What follows belongs to an exercise in optimizing a design on an open flow for small area, a short achievable clock period and few clock cycles per item; a production flow would make more cautious choices. Only simulation tests tie the RTL to the original design; equivalence was not proved.

// evaluator
module evaluator(
    input clk_i ,
    input rst_i ,
    input [7:0] a_bi ,
    input [7:0] b_bi ,
    input start_i ,
    output ready,
    output busy_o ,
    output reg [8:0] y_bo
);
    reg        busy;
    reg [1:0]  ph;       
    reg [4:0]  top;      
    reg        c12;      
    reg [11:0] nlo;      
    reg [7:0]  rem;      
    reg [3:0]  xq;       
    wire [16:0] t0, t1;
    summator sq_sum(.a1(a_bi), .b1(b_bi), .res0(t0), .res1(t1));
    wire [12:0] lo_sum = t0[11:0] + t1[11:0];
    always @(posedge clk_i) begin
        top <= t0[16:12] + t1[16:12];
        c12 <= lo_sum[12];
        nlo <= lo_sum[11:0];
    end
    wire [2:0] yt;
    wire [3:0] rt;
    wire       pos, zero;
    wire [2:0] e1, e0;
    assign yt[0] = (c12 & ~top[2] & top[3]) | (~c12 & top[0] & top[3]) | (~top[0] & top[2] & top[3]) | (~c12 & top[1] & ~top[2] & ~top[4]) | (top[0] & ~top[1] & top[3]) | (c12 & ~top[0] & ~top[2] & ~top[4]) | (top[0] & ~top[1] & ~top[2] & ~top[4]) | (top[1] & ~top[2] & top[3]);
    assign yt[1] = (~top[2] & top[3] & ~top[4]) | (top[2] & ~top[3] & ~top[4]) | (~top[0] & top[3] & ~top[4]) | (~top[1] & top[2] & ~top[4]) | (~c12 & top[2] & ~top[4]) | (c12 & top[0] & top[1] & ~top[2] & ~top[4]);
    assign yt[2] = (~top[3] & top[4]) | (~top[1] & top[4]) | (~top[0] & top[4]) | (~c12 & top[4]) | (~top[2] & top[4]) | (c12 & top[0] & top[1] & top[2] & top[3] & ~top[4]);
  ...
For scale: about 42 flip-flops, ~30 I/O pins, roughly 4900 um2 of cells after synthesis.
==> flow/config.mk <==
export PLATFORM = sky130hd
export DESIGN_NAME = evaluator
export DESIGN_NICKNAME = evaluator
export VERILOG_FILES = /design/flow/design.v
export SDC_FILE = /design/flow/constraint.sdc
export NUM_CORES = 4
export LEC_CHECK = 0
export CAP_MARGIN = 20
export CORE_MARGIN = 2
export CORE_UTILIZATION = 60
export GPL_TIMING_DRIVEN = 0
export SETUP_SLACK_MARGIN = 0.3
export SLEW_MARGIN = 20
==> flow/constraint.sdc <==
create_clock -name core_clock -period 4.0 [get_ports {clk_i}]
set_input_delay 0.8000 -clock core_clock [delete_from_list [all_inputs] [get_ports {clk_i}]]
set_output_delay 0.8000 -clock core_clock [all_outputs]
set_load 0.01 [all_outputs]
run.sh (not shown) runs the stock make flow with config.mk's settings and CLKGATE_MAP_FILE= SYNTH_SCRIPT=/design/flow/synth_recipe.tcl, a recipe that flattens the netlist after the stock synthesis.
The baseline completed with no timing, DRC or antenna violations.
Testbench counts at the start, summed over its fixed seeds: cycles 6,408, items 1,600.
Then changed:
CORE_UTILIZATION = 40   (was 60)
GPL_TIMING_DRIVEN = unset   (was 0)
SETUP_SLACK_MARGIN = unset   (was 0.3)
Result: The changed run finished clean; utilization is lower by 23 points.
Then changed:
CORE_UTILIZATION = 60   (was 40)
GPL_TIMING_DRIVEN = 0   (was unset)
=> Die area falls by 32%. Wire length came out lower by 1.6%. Final cell count decreases by 10%. Maximum frequency hardly moves. Hold slack gets better by 9.9 ps. Count of clock-buffer cells in the layout goes down by 1.

Another version of the RTL of evaluator (not shown whole).
Size: roughly 590 cells after synthesis, roughly 33 flip-flops.
export LEC_CHECK = 0
export CAP_MARGIN = 20
export CORE_MARGIN = 2
export CORE_UTILIZATION = 60
export CTS_BUF_LIST = sky130_fd_sc_hd__clkbuf_2 sky130_fd_sc_hd__clkbuf_4
export GPL_TIMING_DRIVEN = 0
export SLEW_MARGIN = 20
create_clock -name core_clock -period 4.0 [get_ports {clk_i}]
Testbench counts at the start, summed over its fixed seeds: cycles 6,408, items 1,600.
Rerun with:
ABC_AREA = 1   (was not set)
CTS_BUF_LIST = not set   (was sky130_fd_sc_hd__clkbuf_2 sky130_fd_sc_hd__clkbuf_4)
Result: Via count grows by roughly a tenth; wire length increases by roughly a tenth; count of clock-buffer cells in the layout grows by 2; final area came out higher by a few percent; cell count rises by about a fifth; sequential share of layout area came out lower by 0.56 points; maximum frequency grows slightly; utilization decreases by 1.4 points.

Setup of tundra:
evaluator, a different RTL version from the one above (not shown whole).
Size in the first run: ~42 flip-flops, about 30 I/O pins.
clock: 4.0 ns
lec_check: 0
cap_margin: 20
core_margin: 2
core_utilization: 40
gpl_timing_driven: 0
slew_margin: 20
Testbench counts of tundra, summed over its fixed seeds: cycles 6,408, items 1,600.
Edits applied to the flow inputs when going from tundra to raven:
# tundra
export LEC_CHECK = 0
export CAP_MARGIN = 20
export CORE_MARGIN = 2
export CORE_UTILIZATION = 40
export GPL_TIMING_DRIVEN = 0
export SLEW_MARGIN = 20
create_clock -name core_clock -period 4.0 [get_ports {clk_i}]
# raven
export LEC_CHECK = 0
export CAP_MARGIN = 20
export CORE_MARGIN = 2
export CORE_UTILIZATION = 40
export SLEW_MARGIN = 20
create_clock -name core_clock -period 4.0 [get_ports {clk_i}]
--- outcome ---
Clock skew: raven vs tundra, no meaningful difference
raven — worst setup margin 0.010 ns lower, tundra as reference
Taking tundra as the reference, in raven I/O pin count shows no meaningful change, total via count in the routed design shows an increase of about 2.3%, number of nets in the final layout shows an increase of about 7%.
tundra has a lower shortest period the worst path allows than raven.
Summary of the comparison: design area is higher in raven, relative to tundra.
In the reports for tundra and raven, the larger worst path required time belongs to raven.
tundra vs raven, capture point of the worst path: rem[2] vs rem[5]

Setup of oak:
evaluator with an RTL version that a note above also has.
For scale: ~33 flip-flops, roughly 30 I/O pins, roughly 4700 um2 of cells after synthesis.
clock: 4.0 ns
lec_check: 0
cap_margin: 20
core_margin: 2
core_utilization: 67
cts_buf_list: sky130_fd_sc_hd__clkbuf_2 sky130_fd_sc_hd__clkbuf_4
gpl_timing_driven: 0
slew_margin: 20
Testbench counts of oak, summed over its fixed seeds: cycles 6,408, items 1,600.
The inputs of pine differ from those of oak as listed below.
Settings: changing CORE_UTILIZATION from 67 to 50.
==> comparison <==
In the reports for pine and oak, the smaller multi-input logic portion of the cell area belongs to pine.
Re number of library cell types mapped by synthesis: no difference whatsoever between oak and pine.
Worst setup slack: pine vs oak down 0.048 ns
Compared with oak, pine shows number of non-filler instances in the completed layout that has gone up by a few percent.

Starting RTL as in the previous note.
// evaluator
module evaluator(
    input clk_i ,
    input rst_i ,
    input [7:0] a_bi ,
    input [7:0] b_bi ,
    input start_i ,
    output ready,
    output busy_o ,
    output reg [8:0] y_bo
);
clock: 4.0 ns
lec_check: 0
cap_margin: 20
core_margin: 2
core_utilization: 60
gpl_timing_driven: 0
slew_margin: 20
The baseline finished clean.
Testbench counts at the start, summed over its fixed seeds: cycles 6,408, items 1,600.
Next try:
CAP_MARGIN = 0   (was 20)
CTS_BUF_LIST = sky130_fd_sc_hd__clkbuf_2 sky130_fd_sc_hd__clkbuf_4   (was default)
SLEW_MARGIN = 0   (was 20)
Effect:
- The changed run finished with timing, DRC and antenna clean
- design area fell by about 1%
- first-iteration DRC count is lower by 32%
- clock-buffer cell count is lower by 2
- die area stays the same
- global-route usage goes down by 0.16 points

[port drivers added, routing unchanged]
How much do the figures lean on ideal ports? The routed layouts below were timed once more, with nothing changed but the port constraints.
Step 1, drivers: a clkbuf_16 drives clk_i and a buf_2 each remaining input, both assumed.
Step 2 times the ports against the registers' clock, not the clock port: input delays grow and output delays shrink by t, the midpoint of the rising clock arrivals with the driver on.
Slacks: no drivers / after step 1 / after step 2; pairs: no drivers / after step 1.
run | t (ns) | slack for setup (ns) | hold slack, ns | latest minus earliest clock arrival (ns) | worst data-port slew with drivers (ns)
the first run of note 1 | 0.336 | 0.345 / 0.334 / -0.002 | 0.422 / 0.422 / 0.422 | 0.012 / 0.012 | 0.06
the second run of note 1 | 0.318 | 0.125 / 0.147 / -0.171 | 0.415 / 0.415 / 0.415 | 0.004 / 0.004 | 0.03
the third run of note 1 | 0.326 | 0.133 / 0.142 / -0.184 | 0.425 / 0.425 / 0.425 | 0.011 / 0.011 | 0.03
the first run of note 2 | 0.375 | 0.132 / 0.142 / -0.233 | 0.479 / 0.479 / 0.479 | 0.006 / 0.006 | 0.03
the second run of note 2 | 0.312 | 0.164 / 0.175 / -0.137 | 0.510 / 0.510 / 0.510 | 0.010 / 0.010 | 0.03
tundra | 0.324 | 0.148 / 0.148 / -0.150 | 0.418 / 0.418 / 0.418 | 0.009 / 0.009 | 0.03
raven | 0.321 | 0.138 / 0.138 / -0.121 | 0.414 / 0.414 / 0.414 | 0.007 / 0.006 | 0.03
oak | 0.367 | 0.131 / 0.136 / -0.232 | 0.495 / 0.495 / 0.495 | 0.015 / 0.015 | 0.03
pine | 0.363 | 0.083 / 0.098 / -0.265 | 0.488 / 0.488 / 0.488 | 0.009 / 0.010 | 0.03
the first run of note 5 | 0.321 | 0.113 / 0.125 / -0.196 | 0.474 / 0.474 / 0.474 | 0.002 / 0.002 | 0.03
the second run of note 5 | 0.375 | 0.132 / 0.142 / -0.233 | 0.479 / 0.479 / 0.479 | 0.006 / 0.006 | 0.03
With both steps, setup timing fails in every run listed, where it was met with ideal ports.
